What follows belongs to an exercise in optimizing a design on an open flow for small area, a short achievable clock period and few clock cycles; a production flow would make more cautious choices.
Function was checked by simulation only, so behaviour that the tests miss may differ from the original.
No activity file was given, so power comes from the tool's default toggle rates.

==> flow/design.v <==
module JAM (
    input CLK,
    input RST,
    output reg [2:0] W,
    output reg [2:0] J,
    input [6:0] Cost,
    output reg [3:0] MatchCount,
    output reg [9:0] MinCost,
    output Valid
);
    localparam [2:0] S_SCAN = 3'd0, S_SEL = 3'd1, S_AUG = 3'd2, S_TIGHT = 3'd3,
                     S_RYS = 3'd4, S_DRAIN = 3'd5, S_DONE = 3'd6,
                     S_RYS0 = 3'd7;
    reg [2:0] state;
    reg [7:0] vp [0:7];           
    reg [7:0] mv [0:7];           
    reg [2:0] way [0:7];
    reg [7:0] wroot;
    reg [2:0] p [0:7];            
    reg [7:0] matched;
    reg [7:0] used;
    reg [2:0] ph;                 
    reg [6:0] Dp;                 
    reg [8:0] K;                  
    reg root;
    reg [2:0] j0;
    reg [2:0] Jn;
    reg pv;
    reg [7:0] todo;
    reg [2:0] tkP;
    reg iss;
    reg [7:0] vpA;
    reg [8:0] adA;
    reg [7:0] mvA;
    reg firstA;
    reg vB, rootB, firstB;
    reg [6:0] cB;
    reg [9:0] preB;
    reg [10:0] thrB;
    reg [2:0] jB;
    reg [7:0] mvB;
    reg [2:0] pC;
    reg wrE, wrR;
    reg [7:0] wrK;
    reg [2:0] wrJ;
    reg rJ, rW;
    reg [2:0] wc, wwc;
    reg [7:0] vpnB;
    reg [7:0] xk;
    reg tv, tfirst;
    reg vC;
    reg [7:0] nmC;
    reg [7:0] vpnC;
    reg [2:0] jC;
    reg [2:0] fuC;
    reg [7:0] best;
    reg [2:0] j1;
    reg m1, mC;
    reg [2:0] p1;
    reg [7:0] vpb;                
    reg [2:0] fu1;
    reg [55:0] T;
    reg [7:0] F;
    reg [7:0] cnt, S;
    reg [7:0] tbr;                
    reg [7:0] tcol;               
    reg radd;                     
    reg lastr, par;
    reg fpar;
    reg [3:0] r0, r1, r2, r3, r4, r5, r6, r7;
    reg [3:0] h0, h1, h2, h3, q0, q1;
    reg negR, vR, vR2, negR2, vR3, negR3;
    reg [3:0] prodR;
    reg [1:0] dr;
    reg vld;
    assign Valid = vld;
    function [2:0] lowbit;
        input [7:0] m;
        begin
            if (m[0]) lowbit = 3'd0;
            else if (m[1]) lowbit = 3'd1;
            else if (m[2]) lowbit = 3'd2;
            else if (m[3]) lowbit = 3'd3;
            else if (m[4]) lowbit = 3'd4;
            else if (m[5]) lowbit = 3'd5;
            else if (m[6]) lowbit = 3'd6;
            else lowbit = 3'd7;
        end
    endfunction
    wire tmode = (state == S_TIGHT);
    wire auglast = (state == S_AUG) & rJ;
    wire first = (ph == 3'd0) & root & ~tmode;
    wire [7:0] vpP = first ? 8'd0 : vp[Jn];
    wire [8:0] addP = (root & used[Jn]) ? {2'b00, Dp} : K;
    wire doP = pv & (state == S_SCAN || state == S_TIGHT || auglast);
    wire [9:0] preA = {{2{vpA[7]}}, vpA} + {adA[8], adA};
    wire [10:0] thrA = {3'b000, mvA} - {{3{vpA[7]}}, vpA} - {{2{adA[8]}}, adA};
    wire [7:0] vpnA = root ? preA[7:0] : vpA;
    wire ltB = rootB | (~thrB[10] & (thrB[9:0] > {3'b000, cB}));
    wire [9:0] keyB = {3'b000, cB} + preB;
    wire [7:0] ksat = (keyB[9:8] != 2'd0) ? 8'hFF : keyB[7:0];
    wire [7:0] nmB = ltB ? ksat : mvB;
    wire [7:0] unusedB = (rootB ? 8'hFF : ~used) & ~(8'd1 << jB);
    wire betterC = vC & (nmC < best);
    wire lastC = vC & ~vB;
    wire [2:0] j1f = betterC ? jC : j1;
    wire [7:0] nused = used | (8'd1 << j1);
    wire [7:0] rest1 = ~nused & ~(8'd1 << fu1);
    wire [8:0] Kn = {1'b0, best} - {vpb[7], vpb} - {2'b00, Cost};
    wire [2:0] way1 = way[j1];
    wire [7:0] vp0 = first ? 8'd0 : vp[0];
    wire [63:0] Tc;
    genvar gk, gj;
    generate
        for (gk = 0; gk < 8; gk = gk + 1) begin : trow
            for (gj = 0; gj < 8; gj = gj + 1) begin : tcol
                if (gj == gk) begin : dg
                    assign Tc[8*gk+gj] = 1'b1;
                end else begin : od
                    assign Tc[8*gk+gj] = T[7*gk+((gj-gk+8)%8)-1];
                end
            end
        end
    endgenerate
    reg [7:0] F1, F2, rowo, colo;
    integer a, b;
    always @(*) begin
        for (a = 0; a < 8; a = a + 1) begin
            rowo[a] = 1'b0;
            colo[a] = 1'b0;
            for (b = 0; b < 8; b = b + 1) if (a != b) begin
                rowo[a] = rowo[a] | Tc[8*a+b];
                colo[a] = colo[a] | Tc[8*b+a];
            end
        end
        F1 = ~rowo | ~colo;
        for (a = 0; a < 8; a = a + 1) begin
            rowo[a] = 1'b0;
            colo[a] = 1'b0;
            for (b = 0; b < 8; b = b + 1) if (a != b) begin
                rowo[a] = rowo[a] | (Tc[8*a+b] & ~F1[b]);
                colo[a] = colo[a] | (Tc[8*b+a] & ~F1[b]);
            end
        end
        F2 = F1 | ~rowo | ~colo;
    end
    wire [7:0] xp1 = cnt + 8'd1;
    wire [7:0] cntn = xp1 & ~F;
    wire [7:0] tcn;
    genvar gr;
    generate
        for (gr = 0; gr < 8; gr = gr + 1) begin : tcsel
            assign tcn[gr] = (|(Tc[8*gr+7:8*gr] & cntoh)) & ~F[gr];
        end
    endgenerate
    wire [7:0] cntoh = xp1 & ~cnt;
    wire [3:0] g0 = r0;
    wire [3:0] g1 = r1;
    wire [3:0] g2 = r2;
    wire [3:0] g3 = r3;
    wire [3:0] g4 = r4;
    wire [3:0] g5 = r5;
    wire [3:0] g6 = r6;
    wire [3:0] g7 = r7;
    function [3:0] upd;
        input [3:0] x;
        input t;
        input ad;
        begin
            upd = ad ? x + {3'b000, t} : x - {3'b000, t};
        end
    endfunction
    wire [3:0] m03 = h0 * h1;
    wire [3:0] m47 = h2 * h3;
    wire [3:0] prodP = q0 * q1;
    always @(posedge CLK) begin
        rootB <= root;
        firstB <= firstA;
        cB <= Cost;
        preB <= preA;
        thrB <= thrA;
        jB <= J;
        mvB <= mvA;
        pC <= p[jB];
        wrK <= ksat;
        wrJ <= jB;
        wrR <= rootB;
        tfirst <= firstB;
        vpnB <= vpnA;
        nmC <= nmB;
        vpnC <= vpnB;
        jC <= jB;
        mC <= matched[jB];
        fuC <= lowbit(unusedB);
        negR <= par;
        fpar <= ^(~F);
        h0 <= g0 * g1;
        h1 <= g2 * g3;
        h2 <= g4 * g5;
        h3 <= g6 * g7;
        q0 <= m03;
        q1 <= m47;
        negR2 <= negR ^ fpar;
        negR3 <= negR2;
        prodR <= prodP;
    end
    integer i;
    always @(posedge CLK) begin
        vB <= 1'b0;
        vC <= 1'b0;
        vR <= 1'b0;
        tv <= 1'b0;
        if (RST) begin
            state <= S_SCAN;
            ph <= 3'd0;
            matched <= 8'd0;
            used <= 8'd0;
            K <= 9'd0;
            root <= 1'b1;
            best <= 8'hFF;
            W <= 3'd0;
            J <= 3'd0;
            iss <= 1'b1;
            vpA <= 8'd0;
            adA <= 9'd0;
            wrE <= 1'b0;
            Jn <= 3'd1;
            pv <= 1'b1;
            todo <= 8'hFC;
            MinCost <= 10'd0;
            MatchCount <= 4'd0;
            vld <= 1'b0;
        end else begin
            vB <= iss;
            wrE <= 1'b0;
            if (iss && root && !tmode) begin
                vp[J] <= preA[7:0];
                used[J] <= 1'b0;
            end
            if (iss && tmode) begin
                vp[J] <= preA[7:0];
                used[J] <= 1'b0;
            end
            if (wrE) begin
                mv[wrJ] <= wrK;
                way[wrJ] <= j0;
                wroot[wrJ] <= wrR;
            end
            if (vB) begin
                if (tmode) begin
                    tv <= 1'b1;
                end else begin
                    vC <= 1'b1;
                    wrE <= ltB;
                end
            end
            if (tv) begin
                if (tfirst) xk <= wrK;
                if (!tfirst) T <= {(wrK == xk), T[55:1]};
            end
            if (betterC) begin
                best <= nmC;
                j1 <= jC;
                m1 <= mC;
                p1 <= pC;
                vpb <= vpnC;
                fu1 <= fuC;
            end
            if (doP) begin
                vpA <= vpP;
                adA <= addP;
                mvA <= mv[Jn];
            end
            case (state)
                S_SCAN: begin
                    J <= Jn;
                    iss <= pv;
                    pv <= (todo != 8'd0);
                    Jn <= lowbit(todo);
                    todo <= todo & ~(8'd1 << lowbit(todo));
                    if (lastC) begin
                        W <= betterC ? pC : p1;
                        J <= j1f;
                        Jn <= betterC ? fuC : fu1;
                        state <= S_SEL;
                    end
                end
                S_SEL: begin
                    best <= 8'hFF;
                    if (m1) begin
                        used <= nused;
                        vp[j1] <= vpb - best;
                        K <= Kn;
                        root <= 1'b0;
                        j0 <= j1;
                        vpA <= vpP;
                        adA <= Kn;
                        mvA <= mv[Jn];
                        J <= fu1;
                        iss <= 1'b1;
                        Jn <= lowbit(rest1);
                        pv <= (rest1 != 8'd0);
                        todo <= rest1 & ~(8'd1 << lowbit(rest1));
                        state <= S_SCAN;
                    end else begin
                        MinCost <= MinCost + {3'b000, best[6:0]};
                        Dp <= best[6:0];
                        J <= j1;
                        W <= wroot[j1] ? ph : p[way1];
                        rJ <= wroot[j1];
                        wc <= way1;
                        rW <= wroot[way1];
                        wwc <= way[way1];
                        root <= 1'b1;
                        K <= 9'd0;
                        Jn <= 3'd0;
                        pv <= 1'b1;
                        state <= S_AUG;
                        if (wroot[j1]) begin
                            p[j1] <= ph;
                            matched[j1] <= 1'b1;
                            vpA <= vp0;
                            adA <= used[0] ? {2'b00, best[6:0]} : 9'd0;
                            J <= 3'd0;
                            iss <= 1'b1;
                            Jn <= 3'd1;
                            if (ph != 3'd7) begin
                                ph <= ph + 3'd1;
                                W <= ph + 3'd1;
                                todo <= 8'hFC;
                                state <= S_SCAN;
                            end else begin
                                W <= (j1 == 3'd0) ? ph : p[0];
                                firstA <= 1'b1;
                                tkP <= 3'd0;
                                state <= S_TIGHT;
                            end
                        end
                    end
                end
                S_AUG: begin
                    p[J] <= W;
                    matched[J] <= 1'b1;
                    if (!rJ) begin
                        J <= wc;
                        W <= rW ? ph : p[wwc];
                        rJ <= rW;
                        wc <= wwc;
                        rW <= wroot[wwc];
                        wwc <= way[wwc];
                    end else if (ph != 3'd7) begin
                        ph <= ph + 3'd1;
                        W <= ph + 3'd1;
                        J <= 3'd0;
                        iss <= 1'b1;
                        Jn <= 3'd1;
                        todo <= 8'hFC;
                        state <= S_SCAN;
                    end else begin
                        W <= (J == 3'd0) ? W : p[0];
                        J <= 3'd0;
                        iss <= 1'b1;
                        firstA <= 1'b1;
                        tkP <= 3'd0;
                        Jn <= 3'd1;
                        state <= S_TIGHT;
                    end
                end
                S_TIGHT: begin
                    J <= Jn;
                    iss <= pv;
                    firstA <= (Jn == tkP);
                    if (pv) begin
                        W <= p[tkP];
                        if (Jn + 3'd1 != tkP) Jn <= Jn + 3'd1;
                        else if (tkP != 3'd7) begin
                            tkP <= tkP + 3'd1;
                            Jn <= tkP + 3'd1;
                        end else pv <= 1'b0;
                    end
                    if (!pv && !iss && !vB && !tv) begin
                        F <= F2;
                        cnt <= F2;
                        S <= 8'd0;
                        par <= 1'b0;
                        r0 <= {3'b000, F2[0]};
                        r1 <= {3'b000, F2[1]};
                        r2 <= {3'b000, F2[2]};
                        r3 <= {3'b000, F2[3]};
                        r4 <= {3'b000, F2[4]};
                        r5 <= {3'b000, F2[5]};
                        r6 <= {3'b000, F2[6]};
                        r7 <= {3'b000, F2[7]};
                        MatchCount <= 4'd0;
                        state <= S_RYS0;
                    end
                end
                S_RYS0: begin
                    cnt <= xp1 | F;
                    tbr <= cntoh;
                    tcol <= tcn;
                    radd <= 1'b1;
                    lastr <= (cntn == 8'd0);
                    state <= S_RYS;
                end
                S_RYS: begin
                    vR <= 1'b1;
                    if (lastr) begin
                        dr <= 2'd0;
                        state <= S_DRAIN;
                    end else begin
                        S <= S ^ tbr;
                        par <= ~par;
                        r0 <= upd(r0, tcol[0], radd);
                        r1 <= upd(r1, tcol[1], radd);
                        r2 <= upd(r2, tcol[2], radd);
                        r3 <= upd(r3, tcol[3], radd);
                        r4 <= upd(r4, tcol[4], radd);
                        r5 <= upd(r5, tcol[5], radd);
                        r6 <= upd(r6, tcol[6], radd);
                        r7 <= upd(r7, tcol[7], radd);
                        cnt <= xp1 | F;
                        tbr <= cntoh;
                        tcol <= tcn;
                        radd <= ~|((S ^ tbr) & cntoh);
                        lastr <= (cntn == 8'd0);
                    end
                end
                S_DRAIN: begin
                    dr <= dr + 2'd1;
                    if (dr == 2'd2) begin
                        state <= S_DONE;
                        vld <= 1'b1;
                    end
                end
                default: ;
            endcase
            vR2 <= vR;
            vR3 <= vR2;
            if (vR3) MatchCount <= negR3 ? MatchCount - prodR : MatchCount + prodR;
        end
    end
endmodule
==> flow/run.sh <==
#!/bin/bash
# synth_recipe.tcl (not shown) runs the flow's synth.tcl, then flattens the netlist and writes it again
# the make line also repeats each setting of config.mk as NAME=value (left out here)
make -C /OpenROAD-flow-scripts/flow DESIGN_CONFIG=/design/flow/config.mk WORK_HOME=/design/flow/orfs CLKGATE_MAP_FILE= SYNTH_SCRIPT=/design/flow/synth_recipe.tcl finish
==> flow/config.mk <==
export PLATFORM = sky130hd
export DESIGN_NAME = JAM
export DESIGN_NICKNAME = JAM
export VERILOG_FILES = /design/flow/design.v
export SDC_FILE = /design/flow/constraint.sdc
export NUM_CORES = 4
export LEC_CHECK = 0
export CAP_MARGIN = 20
export CORE_MARGIN = 2
export CORE_UTILIZATION = 40
export SETUP_SLACK_MARGIN = 1.6
export SLEW_MARGIN = 20
==> flow/constraint.sdc <==
create_clock -name core_clock -period 4.0 [get_ports {CLK}]
set_input_delay 0.8000 -clock core_clock [delete_from_list [all_inputs] [get_ports {CLK}]]
set_output_delay 0.8000 -clock core_clock [all_outputs]
set_load 0.01 [all_outputs]
==> key figures, run 1 <==
Critical path
  – Cell family with most CP delay: simple AND/OR/NAND/NOR gates
  – FF-to-FF Start: j1[0]$_DFFE_PN_
  – Crit-path most repeated cell: buf_6
  – FF-to-FF End: p[5][2]$_DFFE_PP_
  – Slowest cell on the critical path: or3b_4
  – CP Max Fanout: 5
  – Data required, critical path: about 4.3 ns
  – Reg2reg setup slack: around 1.4 ns
  – Worst setup endpoint: p[5][2]$_DFFE_PP_
  – Crit Path Class: flip-flop to flip-flop
  – Reg2reg path depth: 8
  – CP Capture Type: flip-flop
  – Worst setup startpoint: j1[0]$_DFFE_PN_
  – Crit path largest cell delay: roughly 0.46 ns
  – Arr. time, crit path: 2.92 ns
  – Worst Path Buf+Inv: 3
  – Startpoint Class: flip-flop
  – Worst-path cell chain: buf_6, buf_6, mux2i_4, a221o_2, a21oi_2, buf_6, or3b_4, nor2_4
  – CP Depth: 8

Die
  – DIE AREA: around 0.079 mm^2
  – Initial core utilization: around 40%
  – Die height: 281.3 um
  – Cell Rows: 101
  – Die Span X: 281.3 um
  – Ports: 30
  – Core Region: 0.07608 mm^2

Cells and area
  – Layout fillers: 6605
  – Commonest non-fill, non-tap cell in the layout: edfxtp_1
  – Most frequent cells in the layout: 375 x edfxtp_1, 239 x nand2_1, 198 x dfxtp_1, 181 x nor2_1, 161 x buf_4
  – Non-Filler Instances: around 4000
  – Nets: approximately 3100
  – Fin area: about 0.038 mm^2
  – Synthesis-to-layout area growth: 22.12%
  – Antenna fix cells: 0
  – Share of cells above drive strength 1: between 20% and 30%

Yosys
  – Simple-Gate Fraction of Synth Area: between 10% and 20%
  – Syn Std Cell Area: 0.03077 mm^2
  – Library cells used by synthesis: 88
  – Xor/xnor cell area share of the yosys netlist: under 10%
  – Synth top area share: 36.60%
  – Syn nets: 2900
  – Seq/Total Area, Yosys: about half
  – Synth Instances: around 2700
  – Area contributors post-synth: edfxtp_1 37%, dfxtp_1 15%, ha_1 6.5%
  – Synth area leader: edfxtp_1
  – Compound-Gate Fraction of Synth Area: between 10% and 20%
  – Ys Warns: 1
  – Syn_area_per_cell: approximately 11 um^2
  – Post-synth EDFFs: 375
  – Post-synthesis adder-cell area fraction: under 10%
  – Yosys reg bits: 600
  – Asr flop ratio synth: 0%
  – Largest family of logic cells by synthesized area: compound AO/OA/AOI/OAI gates
  – Main synth FF type: edfxtp_1
  – Mux cell area share after synthesis: about a tenth

Global route
  – Total gr overflow: 0
  – Initial antenna violation count: 5
  – Total Routing Usage GR: roughly 23%
  – First-pass GRT wire length: around 140000 um
  – Vias in the first global route: 22370
  – Largest net degree at the start of global routing: 57

Detailed routing
  – DR vias/cell: around 5.7
  – 1st-iter DRT viols: approximately 2500
  – Top sig layer: met5
  – Antenna viol nets, final: 0
  – TritonRoute pass-1 iters: 6
  – Routed wl met3: 7744 um
  – Routed WL per cell: roughly 22 um
  – WL met2: 40140 um
  – Drt total wl: about 90000 um
  – # DRC: 0
  – Vias: ~23000
  – Wl on met1: roughly 40000 um

Run status
  – Status: complete, no violations

Timing
  – Final Setup Violations: 0
  – Final setup TNS: 0 ns
  – Fmax: between 0.3 and 0.4 GHz
  – RSZ-0062 raised after global routing: true
  – Final Slew Violations: 0
  – Hold WS: around 0.32 ns
  – Slew margin rel.: 32.80%
  – Worst Clk Skew: ~0.051 ns
  – Hold Vio Cnt, Final: 0
  – Final period utilization: ~65%
  – Actual slew at the worst max-slew pin: between 0.9 and 1 ns
  – Final Critical Period: roughly 2.6 ns

Placed design
  – DP HPWL: ~62000 um
  – Placed Cells: 3717
  – GP Congestion: between 0.9 and 1
  – Placed instance area: about 0.033 mm^2
  – Input/output buffers: 29

CTS
  – Sinks on Clock Net: 600
  – CTS H-tree depth: 3
  – CTS Buf Count: ~70
  – CTS tree: built
  – Root buf cell: clkbuf_16
  – Clock Pin Slew Worst Setup and Hold Paths: 0.06 ns
  – Clock Path Buffers: 3
  – Clock Latency Late Sink: between 0.6 and 0.7 ns
  – CTS Hold Buffers Added: 0

Pwr
  – P_leak: 14.24 nW
  – Pwr/cell area: approximately 540 mW/mm^2
  – Max VDD drop: approximately 0.00034 V

Worst hold path
  – Min-delay worst type: flip-flop to flip-flop

Job
  – Max_cap viols: 0
## cell usage after synthesis (14+ instances only)
cell	number
o21a_1	15
a221oi_1	18
and2_1	44
a31oi_1	30
clkbuf_1	70
nand2b_1	23
nand2_1	254
nand3_1	30
mux2i_1	101
a21o_1	24
inv_1	147
o21ai_0	138
nor2b_1	25
xor2_1	37
o211ai_1	22
xnor2_1	103
nor3_1	45
dfxtp_1	225
mux2_2	33
nor4_1	24
a21oi_1	145
and3_1	23
buf_1	14
a222oi_1	22
fa_1	28
nor2_1	214
ha_1	160
mux4_2	68
a22oi_1	58
edfxtp_1	375
## per-layer routing
layer	vias to the layer above	track usage (%)
li1	10400	-
met1	11410	32.40
met2	953	34.38
met3	136	4.790
met4	6	6.356
met5	-	0
## timing repair
action,in CTS,in global routing
pin swaps,52,80
resized for setup,239,149
setup endpoints to repair,390,311
gates cloned,4,0
setup buffers,78,62
## flip-flops by register name, summed over array words and instances (netlist names), 9 cells and up, named ones only
signal and cells:
way 24, K 9, thrB 11, adA 9, vp 64, MinCost 10
preB 10, mv 64, p 24, T 56
## area by class of cell
cell class              count  area (um^2)  share of cell area [%]
well taps                1030         1289                   3.430
multi-input cells        1851        15460                   41.16
clock buffers              91         1913                   5.091
inverters                 150        585.6                   1.558
repair buffers            231         2082                   5.541
clock inverters            33        411.6                   1.096
flip-flops and latches    600        15830                   42.13
## stage by stage
stage / power, W / util, % / setup slack (ns)
CTS: 0.01961 / 47.84 / 1.439
global route: 0.02113 / 49.39 / 1.380
global placement: 0.01239 / 42.75 / 0.4290
floorplan: 0.01095 / - / 1.048
detailed placement: 0.01248 / 42.75 / 0.3704
finish: 0.02023 / 49.39 / 1.411
## power by group
group / internal, W / switching [W] / total, W
clock: 0.00375 / 0.00268 / 0.00644
sequential: 0.00738 / 0.000643 / 0.00802
combinational: 0.00262 / 0.00315 / 0.00577
## worst min path at each step
stage	start	to	depth (start not counted)
final	vpnB[0]$_DFF_P_	vpnC[0]$_DFF_P_	0
after global routing	vpnB[5]$_DFF_P_	vpnC[5]$_DFF_P_	0
after CTS	vpnB[5]$_DFF_P_	vpnC[5]$_DFF_P_	0
after detailed placement	vpnB[1]$_DFF_P_	vpnC[1]$_DFF_P_	0
after global placement	vpnB[1]$_DFF_P_	vpnC[1]$_DFF_P_	0
after floorplan	negR2$_DFF_P_	negR3$_DFF_P_	0
## logic make-up after synthesis
kind of cell | after synthesis
and+or+nand+nor | 733
xor gates and xnor gates | 141
buffers and inverters | 252
adders and majority gates | 188
muxes | 205
AOI/OAI and AO/OA | 584
DFF | 600
Testbench counts, summed over its fixed seeds: cycles 2,307.
==> inputs of run 2 (changes only) <==
--- a/flow/config.mk
+++ b/flow/config.mk
@@ -8,5 +8,5 @@
 export CAP_MARGIN = 20
 export CORE_MARGIN = 2
 export CORE_UTILIZATION = 40
-export SETUP_SLACK_MARGIN = 1.6
+export SETUP_SLACK_MARGIN = 2.0
 export SLEW_MARGIN = 20
==> key figures, run 2 <==
Timing
  – Final period utilization: 64.64%
  – Fmax: 0.3867 GHz
  – Final Critical Period: ~2.6 ns
  – Worst Clk Skew: around 0.031 ns
  – Final WS setup: 1.414 ns
  – Hold Vio Cnt, Final: 0
  – Hold WS: around 0.33 ns
  – RSZ-0062 raised after global routing: true
  – Final Setup Violations: 0
  – Final Slew Violations: 0
  – Final setup TNS: 0 ns
  – Actual slew at the worst max-slew pin: 0.9158 ns
  – Slew margin rel.: 38.72%

Cells and area
  – Fin area: 0.04228 mm^2
  – Commonest non-fill, non-tap cell in the layout: edfxtp_1
  – Layout fillers: ~6200
  – Final core occ: about 56%
  – Nets: 3402
  – Synthesis-to-layout area growth: 37.40%
  – Most frequent cells in the layout: 375 x edfxtp_1, 333 x buf_4, 209 x nand2_1, 173 x nor2_1, 169 x dfxtp_1
  – Share of cells above drive strength 1: 39.20%
  – Top Registers: mv: 64 flops, vp: 64 flops, T: 56 flops
  – Antenna fix cells: 0

Critical path
  – Slowest cell on the critical path: edfxtp_1
  – Arr. time, crit path: 3.07 ns
  – FF-to-FF Start: j1[0]$_DFFE_PN_
  – CP Max Fanout: 4
  – Crit-path most repeated cell: mux2_4
  – Worst-path cell chain: buf_6, mux2_4, o22ai_4, buf_12, a221oi_4, buf_4, nand2b_4, a2111oi_4, o21ai_2, mux2_4
  – Crit Path Class: flip-flop to flip-flop
  – CP Capture Type: flip-flop
  – Reg2reg path depth: 10
  – Crit path largest cell delay: between 0.4 and 0.5 ns
  – Reg2reg setup slack: roughly 1.4 ns
  – Data required, critical path: about 4.5 ns
  – Startpoint Class: flip-flop

Yosys
  – Synth area leader: edfxtp_1
  – Seq/Total Area, Yosys: about half
  – Asr flop ratio synth: 0%
  – Ys Warns: 1
  – Yosys reg bits: 600
  – Syn Std Cell Area: 0.03077 mm^2
  – Syn nets: 2900
  – Main synth FF type: edfxtp_1
  – Post-synth EDFFs: 375
  – Synth Instances: roughly 2700
  – Most frequent cell after synthesis: edfxtp_1
  – Area contributors post-synth: edfxtp_1 37%, dfxtp_1 15%, ha_1 6.5%
  – Commonest cells post-synth: 375 x edfxtp_1, 254 x nand2_1, 225 x dfxtp_1
  – Syn_area_per_cell: around 11 um^2
  – Synth top area share: 36.60%
  – Library cells used by synthesis: slightly below 90

Worst hold path
  – Min-delay src: vpnB[0]$_DFF_P_
  – Hold EP: vpnC[0]$_DFF_P_
  – Min-Delay Path Depth: 0
  – Min-delay worst type: flip-flop to flip-flop

Die
  – Ports: 30
  – DIE AREA: between 0.07 and 0.08 mm^2
  – Die Span X: about 280 um
  – Initial core utilization: 40.44%
  – Cell Rows: 101
  – Die height: about 280 um
  – Core Region: 0.07608 mm^2

CTS
  – Root buf cell: clkbuf_16
  – CTS tree: built
  – CTS Buf Count: 67
  – Clock Path Buffers: 3
  – CTS Hold Buffers Added: 0
  – CTS H-tree depth: 3
  – Clock Pin Slew Worst Setup and Hold Paths: ~0.060 ns
  – Sinks on Clock Net: 600
  – Clock Latency Late Sink: roughly 0.62 ns

Pwr
  – Max VDD drop: about 0.00032 V
  – P_leak: approximately 16 nW
  – Pwr/cell area: between 500 and 600 mW/mm^2

Placed design
  – GP Congestion: 0.9430
  – DP Worst Slack: 0.4053 ns
  – Placed instance area: between 0.03 and 0.04 mm^2
  – DP HPWL: ~62000 um
  – Input/output buffers: 29

Detailed routing
  – Drt total wl: 97100 um
  – Vias: roughly 25000
  – # DRC: 0
  – DR vias/cell: 5.727
  – Antenna viol nets, final: 0
  – 1st-iter DRT viols: roughly 2600
  – TritonRoute pass-1 iters: 11
  – Routed WL per cell: 22.63 um

Global route
  – Vias in the first global route: 23710
  – Initial antenna violation count: 4
  – First-pass GRT wire length: roughly 140000 um
  – Largest net degree at the start of global routing: 57
  – Total Routing Usage GR: between 20% and 30%
  – Total gr overflow: 0

Run status
  – Status: complete, no violations

Job
  – Max_cap viols: 0
-- run 2: cell types whose count changed in the layout (fill, tap and decap cells not counted), moves of 29 or more --
cell / previous run / this run
a21oi_2: 16 / 49
buf_4: 161 / 333
buf_12: 9 / 43
o21ai_0: 105 / 75
a21oi_1: 127 / 87
dfxtp_1: 198 / 169
inv_1: 131 / 99
nand2_1: 239 / 209
buf_6: 27 / 112
-- run 2: layout make-up --
cell class	instances	area (um^2)	share of cell area, %
Clock inverter	43	400.4	0.9471
Tap cell	1030	1289	3.048
Clock buffer	81	1803	4.265
Timing Repair Buffer	533	5097	12.06
Sequential cell	600	15900	37.61
Inverter	150	640.6	1.515
Multi-Input combinational cell	1853	17150	40.56
-- run 2: report_power, final --
| group | switching (W) | internal, W | total [W] |
|---|---|---|---|
| clock network | 0.00267 | 0.00353 | 0.00620 |
| registers | 0.000617 | 0.00739 | 0.00801 |
| logic | 0.00376 | 0.00355 | 0.00731 |
| total | 0.00705 | 0.0145 | 0.0215 |
-- run 2: through the flow --
| stage | power [W] | cells |
|---|---|---|
| finish | 0.02152 | 4290 |
| global route | 0.02236 | 4290 |
| CTS | 0.02036 | 4085 |
| detailed placement | 0.01246 | 3722 |
| global placement | 0.01235 | 3722 |
| floorplan | 0.01096 | 2703 |
-- run 2: critical path, delay by kind of cell, from the launching register on --
| family | cells | cell delay [ns] |
|---|---|---|
| compound gates | 4 | 0.89 |
| buf+inv | 3 | 0.50 |
| flops | 1 | 0.45 |
| mux | 2 | 0.53 |
| simple gates | 1 | 0.07 |
-- run 2: worst max-delay path by stage --
stage / from / end / slack (ns) / cells after the start
after global routing: vpb[2]$_DFFE_PP_ / adA[8]$_SDFF_PP0_ / 1.35 / 10
final: j1[0]$_DFFE_PN_ / flip-flop / 1.41 / 10
after global placement: Cost[0] / adA[8]$_SDFF_PP0_ / 0.39 / 11
after CTS: vpb[1]$_DFFE_PP_ / adA[8]$_SDFF_PP0_ / 1.35 / 10
after floorplan: RST / T[0]$_DFFE_PP_ / 1.05 / 3
after detailed placement: Cost[0] / adA[8]$_SDFF_PP0_ / 0.41 / 11
-- run 2: what timing repair did --
action | in CTS | in global routing
pin swaps | 186 | 215
endpoints found under the setup margin | 619 | 552
gates resized for setup | 674 | 368
gates cloned | 9 | 6
setup buffers | 230 | 199
-- run 2: kinds of logic (layout without fill, tap and decap cells) --
kind of cell,count (synthesis),count (layout),share of synthesized area (%)
fa+ha+maj,188,188,8.328
xor+xnor,141,141,4.058
mux,205,205,9.654
compound gates,584,584,12.45
flops,600,600,51.24
buf+inv,252,807,3.257
simple gates,733,735,11.02
-- run 2: routing by layer --
layer	part of all wire (%)	wire length, um	up-vias	global-route usage (%)
met2	47	45490	1126	37.06
met5	0	0	-	0
met3	8.3	8014	171	3.870
li1	-	-	11000	-
met1	42	41250	12270	32.81
met4	2.4	2350	0	6.274
==> inputs of run 3 (changes only) <==
--- a/flow/config.mk
+++ b/flow/config.mk
@@ -8,5 +8,5 @@
 export CAP_MARGIN = 20
 export CORE_MARGIN = 2
 export CORE_UTILIZATION = 40
-export SETUP_SLACK_MARGIN = 2.0
+export SETUP_SLACK_MARGIN = 1.2
 export SLEW_MARGIN = 20
==> key figures, run 3 <==
Global route
  – Vias in the first global route: ~22000
  – Total Routing Usage GR: a little over a fifth
  – Total gr overflow: 0
  – First-pass GRT wire length: roughly 130000 um
  – Initial antenna violation count: 6
  – Largest net degree at the start of global routing: 57

Detailed routing
  – Routed WL per cell: between 20 and 25 um
  – Vias: around 22000
  – DR vias/cell: between 5 and 6
  – 1st-iter DRT viols: approximately 2400
  – Drt total wl: between 80000 and 90000 um
  – # DRC: 0
  – Antenna viol nets, final: 0
  – TritonRoute pass-1 iters: 9

Critical path
  – Data required, critical path: 4.29 ns
  – CP Capture Type: flip-flop
  – Crit Path Class: flip-flop to flip-flop
  – Arr. time, crit path: just over 3 ns
  – Reg2reg path depth: 8
  – Startpoint Class: flip-flop
  – CP Max Fanout: 17

Yosys
  – Yosys reg bits: 600
  – Synth top area share: a little over a third
  – Synth Instances: about 2700
  – Main synth FF type: edfxtp_1
  – Post-synth EDFFs: between 300 and 400
  – Syn nets: a little under 3000
  – Library cells used by synthesis: a little under 90
  – Ys Warns: 1
  – Syn Std Cell Area: a little over 0.03 mm^2
  – Seq/Total Area, Yosys: approximately 50%
  – Synth area leader: edfxtp_1
  – Asr flop ratio synth: 0%
  – Syn_area_per_cell: 11.38 um^2
  – Largest family of logic cells by synthesized area: compound AO/OA/AOI/OAI gates
  – Post-synthesis adder-cell area fraction: 8.328%
  – Most frequent cell after synthesis: edfxtp_1
  – Area contributors post-synth: edfxtp_1 37%, dfxtp_1 15%, ha_1 6.5%
  – Simple-Gate Fraction of Synth Area: between 10% and 20%
  – Xor/xnor cell area share of the yosys netlist: just over 4%
  – Mux cell area share after synthesis: 9.654%
  – Commonest cells post-synth: 375 x edfxtp_1, 254 x nand2_1, 225 x dfxtp_1
  – Compound-Gate Fraction of Synth Area: around an eighth

Timing
  – Final setup TNS: 0 ns
  – Actual slew at the worst max-slew pin: about 1.0 ns
  – Final period utilization: 68.95%
  – Final Setup Violations: 0
  – Worst Clk Skew: 0.04887 ns
  – Final Slew Violations: 0
  – Final Critical Period: between 2 and 3 ns
  – Slew margin rel.: between 30% and 40%
  – Hold Vio Cnt, Final: 0
  – Fmax: approximately 0.36 GHz
  – RSZ-0062 raised after global routing: true

Cells and area
  – Top Registers: mv: 64 flops, vp: 64 flops, T: 56 flops
  – Share of cells above drive strength 1: around 13%
  – Fin area: roughly 0.035 mm^2
  – Nets: ~3000
  – Commonest non-fill, non-tap cell in the layout: edfxtp_1
  – Most frequent cells in the layout: 375 x edfxtp_1, 252 x nand2_1, 214 x dfxtp_1, 205 x nor2_1, 154 x ha_1
  – Antenna fix cells: 0
  – Synthesis-to-layout area growth: 14.12%

Die
  – Die height: between 200 and 300 um
  – Ports: 30
  – Cell Rows: ~100
  – Die Span X: approximately 280 um
  – Core Region: 0.07608 mm^2
  – Initial core utilization: roughly two fifths
  – DIE AREA: about 0.08 mm^2

Placed design
  – DP HPWL: between 60000 and 70000 um
  – Input/output buffers: 29
  – GP Congestion: between 0.9 and 1
  – Placed instance area: 0.03252 mm^2

CTS
  – CTS Hold Buffers Added: 0
  – Clock Path Buffers: 3
  – Sinks on Clock Net: 600
  – Root buf cell: clkbuf_16
  – Clock Pin Slew Worst Setup and Hold Paths: ~0.06 ns
  – CTS H-tree depth: 3
  – CTS tree: built
  – CTS Buf Count: between 60 and 70
  – Clock Latency Late Sink: between 0.6 and 0.7 ns

Worst hold path
  – Min-delay worst type: flip-flop to flip-flop
  – Min-Delay Path Depth: 0

Pwr
  – Pwr/cell area: 536.3 mW/mm^2
  – Max VDD drop: 0.0003976 V
  – P_leak: ~13 nW

Run status
  – Status: complete, no violations

Job
  – Max_cap viols: 0
==> run 3: cell types whose count changed in the layout (fill, tap and decap cells not counted), sizes merged, moves of 2 or more <==
cell | before | now
clkdlybuf4s15 | 3 | 0
inv | 152 | 149
bufinv | 4 | 2
clkinv | 34 | 28
buf | 520 | 81
clkbuf | 85 | 91
clkdlybuf4s50 | 2 | 25
==> run 3: final timing paths <==
kind | startpoint | slack (ns) | end
setup / recovery | j1[0]$_DFFE_PN_ | 1.24 | p[1][2]$_DFFE_PP_
hold / removal | vpnB[4]$_DFF_P_ | 0.30 | vpnC[4]$_DFF_P_
setup reg to reg | j1[0]$_DFFE_PN_ | 1.24 | p[1][2]$_DFFE_PP_
hold reg to reg | vpnB[4]$_DFF_P_ | 0.30 | vpnC[4]$_DFF_P_
==> run 3: cells by family after synthesis <==
| kind of cell | count (synthesis) |
|---|---|
| compound gates | 584 |
| xor+xnor | 141 |
| fa+ha+maj | 188 |
| buf+inv | 252 |
| flops | 600 |
| mux | 205 |
| simple gates | 733 |
==> run 3: layout make-up <==
type | count | area, um^2
Tap cell | 1030 | 1289
Clock buffer | 91 | 1932
Timing Repair Buffer | 109 | 913.4
Fill cell | 6981 | 40960
Inverter | 150 | 568.0
Multi-Input combinational cell | 1851 | 14260
Sequential cell | 600 | 15780
Clock inverter | 33 | 371.6
==> run 3: worst max-delay path: stages, from the launching register on <==
cell and delay (ns):
edfxtp_1 0.38, buf_4 0.22, mux2_2 0.26, o22ai_2 0.10
a221o_2 0.39, a21oi_4 0.21, buf_4 0.20, or3b_4 0.45
nor2_2 0.20
==> run 3: repair_timing <==
item / in CTS / in global routing
pin swaps: 5 / 4
buffers inserted: 9 / 1
endpoints found under the setup margin: 104 / 203
gates resized for setup: 17 / 48
==> run 3: through the flow <==
stage | hold WS (ns) | util [%] | setup slack, ns | total power, W | instances
after global placement | 0.3102 | 42.75 | 0.4082 | 0.01231 | 3730
after CTS | 0.3062 | 45.92 | 1.203 | 0.01881 | 3863
final | 0.3049 | 46.16 | 1.242 | 0.01883 | 3864
after global routing | 0.3065 | 46.16 | 1.185 | 0.01970 | 3864
after floorplan | 0.3096 | - | 1.048 | 0.01090 | 2703
after detailed placement | 0.3121 | 42.75 | 0.4435 | 0.01241 | 3730
==> run 3: routing by layer <==
layer | up-vias | wire (um) | global-route usage, %
met5 | - | 22 | 0
met4 | 4 | 1476 | 4.965
met3 | 123 | 6117 | 3.845
met2 | 834 | 38900 | 34.19
met1 | 11010 | 39560 | 31.66
li1 | 10130 | - | -
==> run 3: where the power goes <==
group	total [W]	internal (W)	leakage, nW	switching [W]
Sequential	0.00802	0.00737	5.27	0.000654
Clock	0.00631	0.00360	1.13	0.00271
Combinational	0.00450	0.00189	6.82	0.00260
==> inputs of run 4 (changes only) <==
--- a/flow/config.mk
+++ b/flow/config.mk
@@ -8,5 +8,5 @@
 export CAP_MARGIN = 20
 export CORE_MARGIN = 2
 export CORE_UTILIZATION = 40
-export SETUP_SLACK_MARGIN = 1.2
+export SETUP_SLACK_MARGIN = 1.45
 export SLEW_MARGIN = 20
==> key figures, run 4 <==
Run status
  – Status: complete, no violations

Worst hold path
  – Min-delay src: vpnB[3]$_DFF_P_
  – Hold EP: vpnC[3]$_DFF_P_
  – Min-delay worst type: flip-flop to flip-flop
  – Min-Delay Path Depth: 0

CTS
  – CTS Hold Buffers Added: 0
  – CTS Buf Count: between 60 and 70
  – Clock Latency Late Sink: between 0.6 and 0.7 ns
  – Root buf cell: clkbuf_16
  – Clock Path Buffers: 3
  – CTS H-tree depth: 3
  – Clock Pin Slew Worst Setup and Hold Paths: roughly 0.06 ns
  – CTS tree: built
  – Sinks on Clock Net: 600

Die
  – Cell Rows: 101
  – Die height: approximately 280 um
  – DIE AREA: just under 0.08 mm^2
  – Ports: 30
  – Initial core utilization: around two fifths
  – Core Region: between 0.07 and 0.08 mm^2
  – Die Span X: between 200 and 300 um

Placed design
  – Placed Cells: 3735
  – Placed instance area: about 0.033 mm^2
  – DP HPWL: around 62000 um
  – Input/output buffers: 29
  – GP Congestion: approximately 0.91

Critical path
  – Crit path largest cell delay: between 0.5 and 0.6 ns
  – Worst Path Buf+Inv: 1
  – Worst-path cell chain: buf_12, mux2_4, o22ai_4, a221o_2, nand2_1, a2111oi_1, nor4_1, o21ai_1
  – Reg2reg path depth: 8
  – FF-to-FF End: W[2]$_SDFFE_PP0P_
  – Cell family with most CP delay: compound AO/OA/AOI/OAI gates
  – Arr. time, crit path: between 3 and 4 ns
  – FF-to-FF Start: j1[0]$_DFFE_PN_
  – CP Capture Type: flip-flop
  – Crit Path Class: flip-flop to flip-flop
  – CP Max Fanout: 8
  – Data required, critical path: approximately 4.5 ns
  – Startpoint Class: flip-flop
  – Slowest cell on the critical path: a2111oi_1
  – Reg2reg setup slack: 1.32 ns

Yosys
  – Syn_area_per_cell: ~11 um^2
  – Post-synth EDFFs: about 380
  – Synth Instances: about 2700
  – Library cells used by synthesis: about 90
  – Synth area leader: edfxtp_1
  – Asr flop ratio synth: 0%
  – Yosys reg bits: 600
  – Seq/Total Area, Yosys: around 50%
  – Syn Std Cell Area: about 0.031 mm^2
  – Syn nets: 2900
  – Main synth FF type: edfxtp_1
  – Area contributors post-synth: edfxtp_1 37%, dfxtp_1 15%, ha_1 6.5%
  – Ys Warns: 1
  – Commonest cells post-synth: 375 x edfxtp_1, 254 x nand2_1, 225 x dfxtp_1
  – Synth top area share: 36.60%
  – Most frequent cell after synthesis: edfxtp_1

Pwr
  – Max VDD drop: around 0.00034 V
  – P_leak: around 14 nW
  – Pwr/cell area: roughly 540 mW/mm^2
  – Total power: around 0.019 W

Cells and area
  – Fin area: ~0.036 mm^2
  – Non-Filler Instances: roughly 3900
  – Most frequent cells in the layout: 375 x edfxtp_1, 244 x nand2_1, 206 x dfxtp_1, 197 x nor2_1, 144 x ha_1
  – Layout fillers: approximately 6800
  – Share of cells above drive strength 1: 17.46%
  – Commonest non-fill, non-tap cell in the layout: edfxtp_1
  – Synthesis-to-layout area growth: 17.71%
  – Antenna fix cells: 0
  – Top Registers: mv: 64 flops, vp: 64 flops, T: 56 flops
  – Nets: approximately 3000

Detailed routing
  – Routed WL per cell: between 20 and 25 um
  – Vias: ~22000
  – Antenna viol nets, final: 0
  – Drt total wl: between 80000 and 90000 um
  – DR vias/cell: between 5 and 6
  – 1st-iter DRT viols: 2339
  – # DRC: 0
  – TritonRoute pass-1 iters: 8

Job
  – Max_cap viols: 0

Global route
  – First-pass GRT wire length: 132200 um
  – Largest net degree at the start of global routing: 57
  – Total gr overflow: 0
  – Total Routing Usage GR: a little over a fifth
  – Vias in the first global route: ~22000
  – Initial antenna violation count: 4

Timing
  – RSZ-0062 raised after global routing: true
  – Slew margin rel.: around 32%
  – Actual slew at the worst max-slew pin: just over 1 ns
  – Final setup TNS: 0 ns
  – Final Slew Violations: 0
  – Worst Clk Skew: ~0.044 ns
  – Final Critical Period: 2.682 ns
  – Final period utilization: between 60 and 70%
  – Fmax: 0.3728 GHz
  – Hold WS: about 0.33 ns
  – Hold Vio Cnt, Final: 0
  – Final Setup Violations: 0
run 4: report_power, final:
| part | internal (W) | switching (W) | total (W) |
|---|---|---|---|
| clock | 0.00376 | 0.00268 | 0.00644 |
| sequential | 0.00737 | 0.000628 | 0.00800 |
| combinational | 0.00217 | 0.00279 | 0.00497 |
run 4: worst register-to-register path: stages, from the launching register on:
cell and delay (ns):
edfxtp_1 0.46, buf_12 0.18, mux2_4 0.31, o22ai_4 0.18, a221o_2 0.31, nand2_1 0.27
a2111oi_1 0.56, nor4_1 0.14, o21ai_1 0.16
run 4: how the worst max path moves through the flow:
| stage | start | to | slack [ns] | cells past startpoint |
|---|---|---|---|---|
| floorplan | RST | T[0]$_DFFE_PP_ | 1.05 | 3 |
| global placement | Cost[2] | adA[8]$_SDFF_PP0_ | 0.40 | 11 |
| detailed placement | Cost[2] | adA[8]$_SDFF_PP0_ | 0.43 | 11 |
| CTS | ph[0]$_SDFFE_PP0P_ | W[2]$_SDFFE_PP0P_ | 1.26 | 9 |
| global route | j1[0]$_DFFE_PN_ | p[1][1]$_DFFE_PP_ | 1.28 | 8 |
| finish | j1[0]$_DFFE_PN_ | W[2]$_SDFFE_PP0P_ | 1.32 | 8 |
run 4: cell families (layout without fill, tap and decap cells):
kind of cell | after synthesis | count (layout) | share of synthesized area (%)
multiplexers | 205 | 205 | 9.654
XOR/XNOR | 141 | 141 | 4.058
AO/OA/AOI/OAI | 584 | 584 | 12.45
AND/OR/NAND/NOR | 733 | 733 | 11.02
buffers and inverters | 252 | 442 | 3.257
flip-flops | 600 | 600 | 51.24
adder cells (fa/ha/maj) | 188 | 188 | 8.328
run 4: metrics by stage:
step                      setup slack (ns)  util [%]
after global placement              0.3972     42.79
after detailed placement            0.4264     42.82
after global routing                 1.279     47.61
after floorplan                      1.048         -
after CTS                            1.262     46.82
final                                1.318     47.61
run 4: cell type report:
cell class / instances / area, um^2 / area share, %
Multi-Input combinational cell: 1851 / 14720 / 40.64
Sequential cell: 600 / 15810 / 43.65
Clock inverter: 29 / 391.6 / 1.081
Inverter: 150 / 574.3 / 1.586
Tap cell: 1030 / 1289 / 3.558
Timing Repair Buffer: 166 / 1469 / 4.056
Clock buffer: 97 / 1964 / 5.424
run 4: per-layer routing:
metal / track usage [%] / vias to the layer above / wire length, um
met4: 6.997 / 4 / 2396
met2: 33.38 / 848 / 38490
li1: - / 10270 / -
met1: 30.91 / 11100 / 39010
met3: 4.707 / 143 / 6919
met5: 0 / - / 26
run 4: what timing repair did:
item	in CTS	in global routing
pin swaps	22	26
setup buffers	35	25
gates resized for setup	115	90
endpoints found under the setup margin	319	256
cloned	0	1

## static timing again, ports no longer ideal
The results above use ideal ports. As a check the final layouts listed here were re-extracted and re-timed, cells and wires unchanged. Step 1: set_driving_cell puts a clkbuf_16 on CLK and a buf_2 on each other input, an assumption about the parent block. Step 2, shift: input delay + t, output delay - t, t = (earliest + latest rising clock arrival at the registers) / 2. This alone moves slack from input paths to output paths. a / b / c = ideal / step 1 / step 2; a / b = the first two.
run	shift t [ns]	setup WS [ns]	worst setup path at the end	clock arrival spread, ns
run 1	0.665	1.411 / 1.411 / 0.864	input to register	0.055 / 0.055
run 2	0.677	1.414 / 1.414 / 0.917	input to register	0.032 / 0.032
run 3	0.682	1.242 / 1.224 / 0.674	input to register	0.049 / 0.049
run 4	0.676	1.318 / 1.318 / 0.849	input to register	0.064 / 0.064
After both steps setup and hold are still met in every run listed. For run 3, which loses most, drivers alone change the setup slack by -0.018 ns; drivers and shift together by -0.568 ns.
